Source: an optimization exercise on an open RTL-to-GDS flow (aim: small area, a short achievable clock period and few clock cycles per item). Production flows keep margins and buffers that such runs may drop. At most, simulation tests tie the RTL to the original design; equivalence was not proved. Power and IR drop assume default switching activity.

Setup of JK:
==> flow/design.v <==
module sha1_round (
  input  [31:0] au,
  input  [31:0] av,
  input  [31:0] b,
  input  [31:0] c,
  input  [31:0] d,
  input  [31:0] zs,
  input  [31:0] zc,
  input         f_ch,      
  input         f_maj,     
  output [31:0] au_n,
  output [31:0] av_n,
  output [4:0]  a_top      
);
  wire [27:0] lo  = {1'b0, au[26:0]} + {1'b0, av[26:0]};
  wire        cl  = lo[27];
  wire [4:0]  th0 = au[31:27] + av[31:27];
  wire [4:0]  th1 = au[31:27] + av[31:27] + 5'd1;
  assign a_top = cl ? th1 : th0;
  wire [31:0] f = f_ch  ? ((b & c) | (~b & d)) :
                  f_maj ? ((b & c) | (b & d) | (c & d)) : (b ^ c ^ d);
  wire [31:0] v = {av[26:0], 5'b0};
  wire [31:0] s1 = zs ^ zc ^ v;
  wire [31:0] c1 = {(zs[30:0] & zc[30:0]) | (zs[30:0] & v[30:0]) | (zc[30:0] & v[30:0]), 1'b0};
  wire [31:0] s2 = s1 ^ c1 ^ f;
  wire [31:0] c2 = {(s1[30:0] & c1[30:0]) | (s1[30:0] & f[30:0]) | (c1[30:0] & f[30:0]), 1'b0};
  wire [31:0] u  = {au[26:0], 5'b0};
  wire [31:0] s3 = s2 ^ c2 ^ u;
  wire [31:0] c3 = {(s2[30:0] & c2[30:0]) | (s2[30:0] & u[30:0]) | (c2[30:0] & u[30:0]), 1'b0};
  wire [4:0]  x0 = s2[4:0] ^ c2[4:0] ^ th0;
  wire [4:0]  x1 = s2[4:0] ^ c2[4:0] ^ th1;
  wire [4:0]  y0 = (s2[4:0] & c2[4:0]) | (s2[4:0] & th0) | (c2[4:0] & th0);
  wire [4:0]  y1 = (s2[4:0] & c2[4:0]) | (s2[4:0] & th1) | (c2[4:0] & th1);
  assign au_n = {s3[31:5], cl ? x1 : x0};
  assign av_n = {c3[31:6], cl ? y1 : y0, 1'b0};
endmodule
module top (
  input          clk,
  input          rstn,
  input          start,
  input          use_prev_cv,
  input  [511:0] data_i,
  input  [159:0] cv,
  output         busy,
  output         out_valid,
  output [159:0] cv_next
);
  reg         busy_r, valid_r;
  reg [6:0]   cnt;              
  reg         ph_ch, ph_maj;    
  reg [1:0]   phn;              
  reg         x_en;             
  reg         en4, en3, en2, last;
  reg [511:0] win;              
  reg [31:0]  au, av, b, c, d;  
  reg [31:0]  zs, zc;           
  reg [31:0]  ha, hb;           
  reg [31:0]  fx;               
  reg         pre_last;         
  reg [15:1]  tok;              
  reg         use_gen;          
  reg [159:0] res;              
  wire idle = ~busy_r & ~valid_r;
  assign busy = busy_r;
  assign out_valid = valid_r;
  assign cv_next = res;
  wire [159:0] hv = use_prev_cv ? res : cv;
  function [31:0] kconst(input [1:0] p);
    case (p)
      2'd0: kconst = 32'h5A827999;
      2'd1: kconst = 32'h6ED9EBA1;
      2'd2: kconst = 32'h8F1BBCDC;
      default: kconst = 32'hCA62C1D6;
    endcase
  endfunction
  wire [31:0] au_n, av_n;
  wire [4:0]  a_top;
  sha1_round u_rnd (.au(au), .av(av), .b(b), .c(c), .d(d), .zs(zs), .zc(zc),
                    .f_ch(ph_ch), .f_maj(ph_maj), .au_n(au_n), .av_n(av_n),
                    .a_top(a_top));
  wire [26:0] a_low = au[26:0] + av[26:0];
  wire [31:0] a_full = {a_top, a_low};
  wire [31:0] wx = win[32*13 +: 32] ^ win[32*8 +: 32] ^ win[32*2 +: 32] ^
                   win[31:0];
  reg  [31:0] wd;
  integer n;
  always @* begin
    wd = 32'd0;
    for (n = 1; n < 16; n = n + 1)
      wd = wd | (data_i[511-32*n -: 32] & {32{tok[n]}});
  end
  wire [31:0] wn = wd | ({wx[30:0], wx[31]} & {32{use_gen}});
  wire [31:0] kn = kconst(phn);
  wire [31:0] xg = x_en ? hb : 32'd0;
  wire [31:0] w1 = win[511:480];
  wire [31:0] p1 = d ^ w1 ^ xg;
  wire [31:0] q1 = {(d[30:0] & w1[30:0]) | (d[30:0] & xg[30:0]) | (w1[30:0] & xg[30:0]), 1'b0};
  wire [31:0] zs_n = p1 ^ q1 ^ kn;
  wire [31:0] zc_n = {(p1[30:0] & q1[30:0]) | (p1[30:0] & kn[30:0]) | (q1[30:0] & kn[30:0]), 1'b0};
  wire [31:0] e0 = hv[31:0];
  wire [31:0] w0 = data_i[511:480];
  wire [31:0] k0 = kconst(2'd0);
  wire [31:0] zs_0 = e0 ^ w0 ^ k0;
  wire [31:0] zc_0 = {(e0[30:0] & w0[30:0]) | (e0[30:0] & k0[30:0]) | (w0[30:0] & k0[30:0]), 1'b0};
  wire [31:0] fy = fx + ha;
  wire [6:0] cnt_n = idle ? 7'd0 : cnt + 7'd1;
  reg  [31:0] ha_n;
  always @* begin
    case (cnt[1:0])
      2'd0: ha_n = hv[31:0];       
      2'd1: ha_n = hv[63:32];      
      2'd2: ha_n = hv[95:64];      
      default: ha_n = hv[127:96];  
    endcase
  end
  wire busy_n  = (idle & start) | (busy_r & ~last);
  wire valid_n = (busy_r & last) | (valid_r & start);
  wire idle_n  = ~busy_n & ~valid_n;
  always @(posedge clk or negedge rstn)
    if (!rstn) begin
      busy_r  <= 1'b0;
      valid_r <= 1'b0;
      tok     <= 15'd1;
      use_gen <= 1'b0;
    end else begin
      busy_r  <= busy_n;
      valid_r <= valid_n;
      tok     <= idle_n ? 15'd1 : {tok[14:1], 1'b0};
      use_gen <= ~idle_n & (use_gen | tok[15]);
    end
  always @(posedge clk) begin
    cnt    <= cnt_n;
    ph_ch  <= cnt_n < 7'd20;
    ph_maj <= cnt_n >= 7'd40 && cnt_n < 7'd60;
    phn    <= cnt_n < 7'd19 ? 2'd0 : cnt_n < 7'd39 ? 2'd1 : cnt_n < 7'd59 ? 2'd2 : 2'd3;
    x_en   <= cnt_n == 7'd78;
    en4    <= cnt_n == 7'd77;
    en3    <= cnt_n == 7'd78;
    en2    <= cnt_n == 7'd79;
    last   <= cnt_n == 7'd80;
    pre_last <= cnt_n == 7'd79;
    fx     <= pre_last ? a_full : {a_full[1:0], a_full[31:2]};
    ha     <= ha_n;
    hb     <= hv[159:128];
    if (idle) begin
      win <= {wn, data_i[511:480], win[479:32]};
      au  <= hv[159:128];
      av  <= 32'd0;
      b   <= hv[127:96];
      c   <= hv[95:64];
      d   <= hv[63:32];
      zs  <= zs_0;
      zc  <= zc_0;
    end else begin
      win <= {wn, win[511:32]};
      au  <= au_n;
      av  <= av_n;
      b   <= a_full;
      c   <= {b[1:0], b[31:2]};
      d   <= c;
      zs  <= zs_n;
      zc  <= zc_n;
    end
    if (busy_r) begin
      if (en4)  res[31:0]    <= fy;
      if (en3)  res[63:32]   <= fy;
      if (en2)  res[95:64]   <= fy;
      if (last) res[127:96]  <= fy;
      if (last) res[159:128] <= a_full;
    end
  end
endmodule
export LEC_CHECK = 0
export CAP_MARGIN = 20
export CORE_MARGIN = 2
export CORE_UTILIZATION = 40
export CTS_CLUSTER_DIAMETER = 80
export CTS_CLUSTER_SIZE = 24
export SETUP_SLACK_MARGIN = 3
export SLEW_MARGIN = 20
create_clock -name core_clock -period 6.0 [get_ports {clk}]
standard.sh (not shown) runs the stock make flow with config.mk's settings and CLKGATE_MAP_FILE= SYNTH_SCRIPT=/design/flow/synth_recipe.tcl, a recipe that flattens the netlist after the stock synthesis.
==> flow/flow/run.sh <==
#!/bin/bash
# The standard ORFS layout (standard.sh, unchanged synthesis), with one
# change: the I/O port buffers that placement inserts are buf_1 cells
# (buffer_ports -buffer_cell) rather than the default choice; repair_design
# still resizes them where a port drives a large load.
# Full make/tool output goes to standard.log; ORFS also keeps per-step logs
# under orfs/logs/.
set -uo pipefail
export BUFFER_PORTS_ARGS="-buffer_cell sky130_fd_sc_hd__buf_1"
bash standard.sh finish > standard.log 2>&1
status=$?
tail -n 20 standard.log
exit $status
Testbench counts of JK, summed over its fixed seeds: cycles 39,840, blocks 480.
Setup changes, JK to MS
--- a/flow/design.v
+++ b/flow/design.v
@@ -105,13 +105,15 @@
   wire [31:0] fy = fx + ha;
   wire [6:0] cnt_n = idle ? 7'd0 : cnt + 7'd1;
-  reg  [31:0] ha_n;
+  reg  [31:0] ha_c;
   always @* begin
     case (cnt[1:0])
-      2'd0: ha_n = hv[31:0];       
-      2'd1: ha_n = hv[63:32];      
-      2'd2: ha_n = hv[95:64];      
-      default: ha_n = hv[127:96];  
+      2'd0: ha_c = cv[31:0];       
+      2'd1: ha_c = cv[63:32];      
+      2'd2: ha_c = cv[95:64];      
+      default: ha_c = cv[127:96];  
     endcase
   end
+  wire [31:0] ha_r = (cnt[1:0] == 2'd0) ? res[31:0] : res[63:32];
+  wire [31:0] ha_n = use_prev_cv ? ha_r : ha_c;
   wire busy_n  = (idle & start) | (busy_r & ~last);
   wire valid_n = (busy_r & last) | (valid_r & start);
@@ -163,8 +165,5 @@
     end
     if (busy_r) begin
-      if (en4)  res[31:0]    <= fy;
-      if (en3)  res[63:32]   <= fy;
-      if (en2)  res[95:64]   <= fy;
-      if (last) res[127:96]  <= fy;
+      if (en4 | en3 | en2 | last) res[127:0] <= {fy, res[127:32]};
       if (last) res[159:128] <= a_full;
     end
## What came out
- JK → MS: met3 track demand over resource in global routing has decreased, final standard cell area without fillers rose 180 sq um, ratio of final minimum period to clock period rose by 1.0 points, wire length of the first global-routing pass moved down, minimum setup slack after placement up 0.014 ns.
- The main combinational cell family by area after synthesis comes out adder cells in one run and compound AO/OA/AOI/OAI gates in the other, namely in JK and MS respectively.
- Of MS and JK, the lower proportion of synthesized area in mux cells belongs to JK.
- In terms of core utilization, JK and MS differ only marginally.
For MS, only the layout was checked, not whether the RTL still works.

* * *

Starts from the design.v that is shown in full above.
==> flow/config.mk <==
export PLATFORM = sky130hd
export DESIGN_NAME = top
export DESIGN_NICKNAME = top
export VERILOG_FILES = /design/flow/design.v
export SDC_FILE = /design/flow/constraint.sdc
export NUM_CORES = 4
export LEC_CHECK = 0
export CAP_MARGIN = 20
export CORE_MARGIN = 2
export CORE_UTILIZATION = 55
export CTS_CLUSTER_DIAMETER = 80
export CTS_CLUSTER_SIZE = 24
export SETUP_SLACK_MARGIN = 3
export SLEW_MARGIN = 20
==> flow/constraint.sdc <==
create_clock -name core_clock -period 6.0 [get_ports {clk}]
set_input_delay 1.2000 -clock core_clock [delete_from_list [all_inputs] [get_ports {clk}]]
set_output_delay 1.2000 -clock core_clock [all_outputs]
set_load 0.01 [all_outputs]
Scripts as last shown in full above: flow/flow/run.sh
Testbench counts at the start, summed over its fixed seeds: cycles 39,840, blocks 480.
Edit:
--- a/flow/design.v
+++ b/flow/design.v
@@ -49,14 +49,13 @@
   reg [6:0]   cnt;              
   reg         ph_ch, ph_maj;    
   reg [1:0]   phn;              
-  reg         x_en;             
-  reg         en4, en3, en2, last;
+  reg         en4, en3, en2, en1, last;
+  reg         fx_plain;         
   reg [511:0] win;              
   reg [31:0]  au, av, b, c, d;  
   reg [31:0]  zs, zc;           
-  reg [31:0]  ha, hb;           
+  reg [31:0]  ha;               
   reg [31:0]  fx;               
-  reg         pre_last;         
   reg [15:1]  tok;              
   reg         use_gen;          
   reg [159:0] res;              
@@ -91,26 +90,20 @@
   end
   wire [31:0] wn = wd | ({wx[30:0], wx[31]} & {32{use_gen}});
   wire [31:0] kn = kconst(phn);
-  wire [31:0] xg = x_en ? hb : 32'd0;
-  wire [31:0] w1 = win[511:480];
-  wire [31:0] p1 = d ^ w1 ^ xg;
-  wire [31:0] q1 = {(d[30:0] & w1[30:0]) | (d[30:0] & xg[30:0]) | (w1[30:0] & xg[30:0]), 1'b0};
-  wire [31:0] zs_n = p1 ^ q1 ^ kn;
-  wire [31:0] zc_n = {(p1[30:0] & q1[30:0]) | (p1[30:0] & kn[30:0]) | (q1[30:0] & kn[30:0]), 1'b0};
-  wire [31:0] e0 = hv[31:0];
-  wire [31:0] w0 = data_i[511:480];
-  wire [31:0] k0 = kconst(2'd0);
-  wire [31:0] zs_0 = e0 ^ w0 ^ k0;
-  wire [31:0] zc_0 = {(e0[30:0] & w0[30:0]) | (e0[30:0] & k0[30:0]) | (w0[30:0] & k0[30:0]), 1'b0};
+  wire [31:0] ze = idle ? hv[31:0] : d;
+  wire [31:0] zw = idle ? data_i[511:480] : win[511:480];
+  wire [31:0] zs_n = ze ^ zw ^ kn;
+  wire [31:0] zc_n = {(ze[30:0] & zw[30:0]) | (ze[30:0] & kn[30:0]) | (zw[30:0] & kn[30:0]), 1'b0};
   wire [31:0] fy = fx + ha;
   wire [6:0] cnt_n = idle ? 7'd0 : cnt + 7'd1;
   reg  [31:0] ha_n;
   always @* begin
-    case (cnt[1:0])
-      2'd0: ha_n = hv[31:0];       
-      2'd1: ha_n = hv[63:32];      
-      2'd2: ha_n = hv[95:64];      
-      default: ha_n = hv[127:96];  
+    case (cnt)
+      7'd76: ha_n = hv[31:0];
+      7'd77: ha_n = hv[63:32];
+      7'd78: ha_n = hv[95:64];
+      7'd79: ha_n = hv[127:96];
+      default: ha_n = hv[159:128];
     endcase
   end
   wire busy_n  = (idle & start) | (busy_r & ~last);
@@ -122,26 +115,29 @@
       valid_r <= 1'b0;
       tok     <= 15'd1;
       use_gen <= 1'b0;
+      phn     <= 2'd0;
     end else begin
       busy_r  <= busy_n;
       valid_r <= valid_n;
       tok     <= idle_n ? 15'd1 : {tok[14:1], 1'b0};
       use_gen <= ~idle_n & (use_gen | tok[15]);
+      phn     <= idle_n ? 2'd0 :
+                 cnt_n < 7'd19 ? 2'd0 : cnt_n < 7'd39 ? 2'd1 : cnt_n < 7'd59 ? 2'd2 : 2'd3;
     end
   always @(posedge clk) begin
     cnt    <= cnt_n;
     ph_ch  <= cnt_n < 7'd20;
     ph_maj <= cnt_n >= 7'd40 && cnt_n < 7'd60;
-    phn    <= cnt_n < 7'd19 ? 2'd0 : cnt_n < 7'd39 ? 2'd1 : cnt_n < 7'd59 ? 2'd2 : 2'd3;
-    x_en   <= cnt_n == 7'd78;
     en4    <= cnt_n == 7'd77;
     en3    <= cnt_n == 7'd78;
     en2    <= cnt_n == 7'd79;
-    last   <= cnt_n == 7'd80;
-    pre_last <= cnt_n == 7'd79;
-    fx     <= pre_last ? a_full : {a_full[1:0], a_full[31:2]};
+    en1    <= cnt_n == 7'd80;
+    last   <= cnt_n == 7'd81;
+    fx_plain <= cnt_n == 7'd79 || cnt_n == 7'd80;
+    fx     <= fx_plain ? a_full : {a_full[1:0], a_full[31:2]};
     ha     <= ha_n;
-    hb     <= hv[159:128];
+    zs     <= zs_n;
+    zc     <= zc_n;
     if (idle) begin
       win <= {wn, data_i[511:480], win[479:32]};
       au  <= hv[159:128];
@@ -149,8 +145,6 @@
       b   <= hv[127:96];
       c   <= hv[95:64];
       d   <= hv[63:32];
-      zs  <= zs_0;
-      zc  <= zc_0;
     end else begin
       win <= {wn, win[511:32]};
       au  <= au_n;
@@ -158,15 +152,13 @@
       b   <= a_full;
       c   <= {b[1:0], b[31:2]};
       d   <= c;
-      zs  <= zs_n;
-      zc  <= zc_n;
     end
     if (busy_r) begin
       if (en4)  res[31:0]    <= fy;
       if (en3)  res[63:32]   <= fy;
       if (en2)  res[95:64]   <= fy;
-      if (last) res[127:96]  <= fy;
-      if (last) res[159:128] <= a_full;
+      if (en1)  res[127:96]  <= fy;
+      if (last) res[159:128] <= fy;
     end
   end
 endmodule
Clock skew hardly moves.
Wire length went down by 5.6%.
Worst setup slack is worse by 0.24 ns.
Total power went down by 4.7%.
Maximum frequency went down by 7.4%.
Hold slack is about the same.
Only the layout flow was run in the second run of this note; the RTL was not checked for function there.

* * *

top, a different RTL version from the one above (not shown whole).
Size: ~3500 cells after synthesis, about 1000 flip-flops, about 840 I/O pins, roughly 40000 sq um of cells after synthesis.
==> module sha1_round, before the edit <==
module sha1_round (
  input  [31:0] au,
  input  [31:0] av,
  input  [31:0] b,
  input  [31:0] c,
  input  [31:0] d,
  input  [31:0] zs,
  input  [31:0] zc,
  input         f_ch,      
  input         f_maj,     
  output [31:0] au_n,
  output [31:0] av_n,
  output [4:0]  a_top      
);
  wire [27:0] lo  = {1'b0, au[26:0]} + {1'b0, av[26:0]};
  wire        cl  = lo[27];
  wire [4:0]  th0 = au[31:27] + av[31:27];
  wire [4:0]  th1 = au[31:27] + av[31:27] + 5'd1;
  assign a_top = cl ? th1 : th0;
  wire [31:0] f = f_ch  ? ((b & c) | (~b & d)) :
                  f_maj ? ((b & c) | (b & d) | (c & d)) : (b ^ c ^ d);
  wire [31:0] v = {av[26:0], 5'b0};
  wire [31:0] s1 = zs ^ zc ^ v;
  wire [31:0] c1 = {(zs[30:0] & zc[30:0]) | (zs[30:0] & v[30:0]) | (zc[30:0] & v[30:0]), 1'b0};
  wire [31:0] s2 = s1 ^ c1 ^ f;
  wire [31:0] c2 = {(s1[30:0] & c1[30:0]) | (s1[30:0] & f[30:0]) | (c1[30:0] & f[30:0]), 1'b0};
  wire [31:0] u  = {au[26:0], 5'b0};
  wire [31:0] s3 = s2 ^ c2 ^ u;
  wire [31:0] c3 = {(s2[30:0] & c2[30:0]) | (s2[30:0] & u[30:0]) | (c2[30:0] & u[30:0]), 1'b0};
  wire [4:0]  x0 = s2[4:0] ^ c2[4:0] ^ th0;
  wire [4:0]  x1 = s2[4:0] ^ c2[4:0] ^ th1;
  wire [4:0]  y0 = (s2[4:0] & c2[4:0]) | (s2[4:0] & th0) | (c2[4:0] & th0);
  wire [4:0]  y1 = (s2[4:0] & c2[4:0]) | (s2[4:0] & th1) | (c2[4:0] & th1);
  assign au_n = {s3[31:5], cl ? x1 : x0};
  assign av_n = {c3[31:6], cl ? y1 : y0, 1'b0};
endmodule
==> module top, before the edit <==
module top (
  input          clk,
  input          rstn,
  input          start,
  input          use_prev_cv,
  input  [511:0] data_i,
  input  [159:0] cv,
  output         busy,
  output         out_valid,
  output [159:0] cv_next
);
  reg         busy_r, valid_r;
  reg [6:0]   cnt;              
  reg         ph_ch, ph_maj;    
  reg [1:0]   phn;              
  reg         x_en;             
  reg         en4, en3, en2, last;
  reg [511:0] win;              
  reg [31:0]  au, av, b, c, d;  
  reg [31:0]  zs, zc;           
  reg [31:0]  ha, hb;           
  reg [31:0]  fx;               
  reg         pre_last;         
  reg [159:0] res;              
  wire idle = ~busy_r & ~valid_r;
  assign busy = busy_r;
  assign out_valid = valid_r;
  assign cv_next = res;
  wire [159:0] hv = use_prev_cv ? res : cv;
  function [31:0] kconst(input [1:0] p);
    case (p)
      2'd0: kconst = 32'h5A827999;
      2'd1: kconst = 32'h6ED9EBA1;
      2'd2: kconst = 32'h8F1BBCDC;
      default: kconst = 32'hCA62C1D6;
    endcase
  endfunction
  wire [31:0] au_n, av_n;
  wire [4:0]  a_top;
  sha1_round u_rnd (.au(au), .av(av), .b(b), .c(c), .d(d), .zs(zs), .zc(zc),
                    .f_ch(ph_ch), .f_maj(ph_maj), .au_n(au_n), .av_n(av_n),
                    .a_top(a_top));
  wire [26:0] a_low = au[26:0] + av[26:0];
  wire [31:0] a_full = {a_top, a_low};
  wire [31:0] wx = win[32*13 +: 32] ^ win[32*8 +: 32] ^ win[32*2 +: 32] ^
                   win[31:0];
  wire        use_gen = ~idle & (cnt >= 7'd14);
  wire [3:0]  wsel = idle ? 4'd1 : cnt[3:0] + 4'd2;
  reg  [31:0] wd;
  integer n;
  always @* begin
    wd = 32'd0;
    for (n = 1; n < 16; n = n + 1)
      wd = wd | (data_i[511-32*n -: 32] & {32{~use_gen && wsel == n}});
  end
  wire [31:0] wn = wd | ({wx[30:0], wx[31]} & {32{use_gen}});
  wire [31:0] kn = kconst(phn);
  wire [31:0] xg = x_en ? hb : 32'd0;
  wire [31:0] w1 = win[511:480];
  wire [31:0] p1 = d ^ w1 ^ xg;
  wire [31:0] q1 = {(d[30:0] & w1[30:0]) | (d[30:0] & xg[30:0]) | (w1[30:0] & xg[30:0]), 1'b0};
  wire [31:0] zs_n = p1 ^ q1 ^ kn;
  wire [31:0] zc_n = {(p1[30:0] & q1[30:0]) | (p1[30:0] & kn[30:0]) | (q1[30:0] & kn[30:0]), 1'b0};
  wire [31:0] e0 = hv[31:0];
  wire [31:0] w0 = data_i[511:480];
  wire [31:0] k0 = kconst(2'd0);
  wire [31:0] zs_0 = e0 ^ w0 ^ k0;
  wire [31:0] zc_0 = {(e0[30:0] & w0[30:0]) | (e0[30:0] & k0[30:0]) | (w0[30:0] & k0[30:0]), 1'b0};
  wire [31:0] fy = fx + ha;
  wire [6:0] cnt_n = idle ? 7'd0 : cnt + 7'd1;
  reg  [31:0] ha_n;
  always @* begin
    case (cnt[1:0])
      2'd0: ha_n = hv[31:0];       
      2'd1: ha_n = hv[63:32];      
      2'd2: ha_n = hv[95:64];      
      default: ha_n = hv[127:96];  
    endcase
  end
  always @(posedge clk or negedge rstn)
    if (!rstn) begin
      busy_r  <= 1'b0;
      valid_r <= 1'b0;
    end else begin
      busy_r  <= (idle & start) | (busy_r & ~last);
      valid_r <= (busy_r & last) | (valid_r & start);
    end
  always @(posedge clk) begin
    cnt    <= cnt_n;
    ph_ch  <= cnt_n < 7'd20;
    ph_maj <= cnt_n >= 7'd40 && cnt_n < 7'd60;
    phn    <= cnt_n < 7'd19 ? 2'd0 : cnt_n < 7'd39 ? 2'd1 : cnt_n < 7'd59 ? 2'd2 : 2'd3;
    x_en   <= cnt_n == 7'd78;
    en4    <= cnt_n == 7'd77;
    en3    <= cnt_n == 7'd78;
    en2    <= cnt_n == 7'd79;
    last   <= cnt_n == 7'd80;
    pre_last <= cnt_n == 7'd79;
    fx     <= pre_last ? a_full : {a_full[1:0], a_full[31:2]};
    ha     <= ha_n;
    hb     <= hv[159:128];
    if (idle) begin
      win <= {wn, data_i[511:480], win[479:32]};
      au  <= hv[159:128];
      av  <= 32'd0;
      b   <= hv[127:96];
      c   <= hv[95:64];
      d   <= hv[63:32];
      zs  <= zs_0;
      zc  <= zc_0;
    end else begin
      win <= {wn, win[511:32]};
      au  <= au_n;
      av  <= av_n;
      b   <= a_full;
      c   <= {b[1:0], b[31:2]};
      d   <= c;
      zs  <= zs_n;
      zc  <= zc_n;
    end
    if (busy_r) begin
      if (en4)  res[31:0]    <= fy;
      if (en3)  res[63:32]   <= fy;
      if (en2)  res[95:64]   <= fy;
      if (last) res[127:96]  <= fy;
      if (last) res[159:128] <= a_full;
    end
  end
endmodule
==> flow/config.mk <==
export PLATFORM = sky130hd
export DESIGN_NAME = top
export DESIGN_NICKNAME = top
export VERILOG_FILES = /design/flow/design.v
export SDC_FILE = /design/flow/constraint.sdc
export NUM_CORES = 4
export LEC_CHECK = 0
export CAP_MARGIN = 20
export CORE_MARGIN = 2
export CORE_UTILIZATION = 40
export SETUP_SLACK_MARGIN = 3
export SLEW_MARGIN = 20
==> flow/constraint.sdc <==
create_clock -name core_clock -period 6.0 [get_ports {clk}]
set_input_delay 1.2000 -clock core_clock [delete_from_list [all_inputs] [get_ports {clk}]]
set_output_delay 1.2000 -clock core_clock [all_outputs]
set_load 0.01 [all_outputs]
Scripts as last shown in full above: flow/flow/run.sh
Edit:
--- a/flow/design.v
+++ b/flow/design.v
@@ -10,14 +10,13 @@
   input         f_maj,     
   output [31:0] au_n,
-  output [31:0] av_n,
-  output [4:0]  a_top      
+  output [31:0] av_n
 );
   wire [27:0] lo  = {1'b0, au[26:0]} + {1'b0, av[26:0]};
-  wire        cl  = lo[27];
   wire [4:0]  th0 = au[31:27] + av[31:27];
   wire [4:0]  th1 = au[31:27] + av[31:27] + 5'd1;
-  assign a_top = cl ? th1 : th0;
+  wire [4:0]  th  = lo[27] ? th1 : th0;
   wire [31:0] f = f_ch  ? ((b & c) | (~b & d)) :
                   f_maj ? ((b & c) | (b & d) | (c & d)) : (b ^ c ^ d);
+  wire [31:0] u = {au[26:0], th};
   wire [31:0] v = {av[26:0], 5'b0};
   wire [31:0] s1 = zs ^ zc ^ v;
@@ -25,13 +24,6 @@
   wire [31:0] s2 = s1 ^ c1 ^ f;
   wire [31:0] c2 = {(s1[30:0] & c1[30:0]) | (s1[30:0] & f[30:0]) | (c1[30:0] & f[30:0]), 1'b0};
-  wire [31:0] u  = {au[26:0], 5'b0};
-  wire [31:0] s3 = s2 ^ c2 ^ u;
-  wire [31:0] c3 = {(s2[30:0] & c2[30:0]) | (s2[30:0] & u[30:0]) | (c2[30:0] & u[30:0]), 1'b0};
-  wire [4:0]  x0 = s2[4:0] ^ c2[4:0] ^ th0;
-  wire [4:0]  x1 = s2[4:0] ^ c2[4:0] ^ th1;
-  wire [4:0]  y0 = (s2[4:0] & c2[4:0]) | (s2[4:0] & th0) | (c2[4:0] & th0);
-  wire [4:0]  y1 = (s2[4:0] & c2[4:0]) | (s2[4:0] & th1) | (c2[4:0] & th1);
-  assign au_n = {s3[31:5], cl ? x1 : x0};
-  assign av_n = {c3[31:6], cl ? y1 : y0, 1'b0};
+  assign au_n = s2 ^ c2 ^ u;
+  assign av_n = {(s2[30:0] & c2[30:0]) | (s2[30:0] & u[30:0]) | (c2[30:0] & u[30:0]), 1'b0};
 endmodule
 module top (
@@ -73,10 +65,7 @@
   endfunction
   wire [31:0] au_n, av_n;
-  wire [4:0]  a_top;
   sha1_round u_rnd (.au(au), .av(av), .b(b), .c(c), .d(d), .zs(zs), .zc(zc),
-                    .f_ch(ph_ch), .f_maj(ph_maj), .au_n(au_n), .av_n(av_n),
-                    .a_top(a_top));
-  wire [26:0] a_low = au[26:0] + av[26:0];
-  wire [31:0] a_full = {a_top, a_low};
+                    .f_ch(ph_ch), .f_maj(ph_maj), .au_n(au_n), .av_n(av_n));
+  wire [31:0] a_full = au + av;
   wire [31:0] wx = win[32*13 +: 32] ^ win[32*8 +: 32] ^ win[32*2 +: 32] ^
                    win[31:0];
- count of clock-buffer cells in the layout is higher by 4
- worst hold slack got worse by 13 ps
- utilization is higher by 0.46 points
- fmax is lower by 5.2%
- final cell count is about the same
- setup slack got worse by 170 ps
- clock power is lower by about 3%
Testbench counts after the change, summed over its fixed seeds: cycles 39,840, blocks 480.
Function not checked in the first run of this note: the RTL went through the layout flow alone.

==> re-timing with driven ports <==
Ports are ideal in the flow. The routed layouts listed here were re-timed in OpenROAD. Step 1 sets driving cells, clkbuf_16 on the clock port and buf_2 on the other inputs (assumed; they add their load-dependent delay and slew). Step 2 also shifts input and output timing later by t, the mid clock arrival at the registers, as if the neighbouring blocks saw the same clock. Slacks: ideal / step 1 / step 2; pairs: ideal / step 1.
run	shift t [ns]	setup WS [ns]	worst setup path after step 2
JK	0.740	3.018 / 3.018 / 2.540	input to register
MS	0.730	2.958 / 2.958 / 2.618	input to register
the first run of note 2	0.724	3.044 / 3.044 / 2.568	input to register
the second run of note 2	0.712	2.807 / 2.807 / 2.571	input to register
the first run of note 3	0.734	2.963 / 2.963 / 2.542	input to register
the second run of note 3	0.750	2.795 / 2.795 / 2.398	input to register
After both steps every run listed still meets setup and hold. The setup slack of JK, which loses most, moves by 0.000 ns with the drivers and by -0.478 ns with both steps.
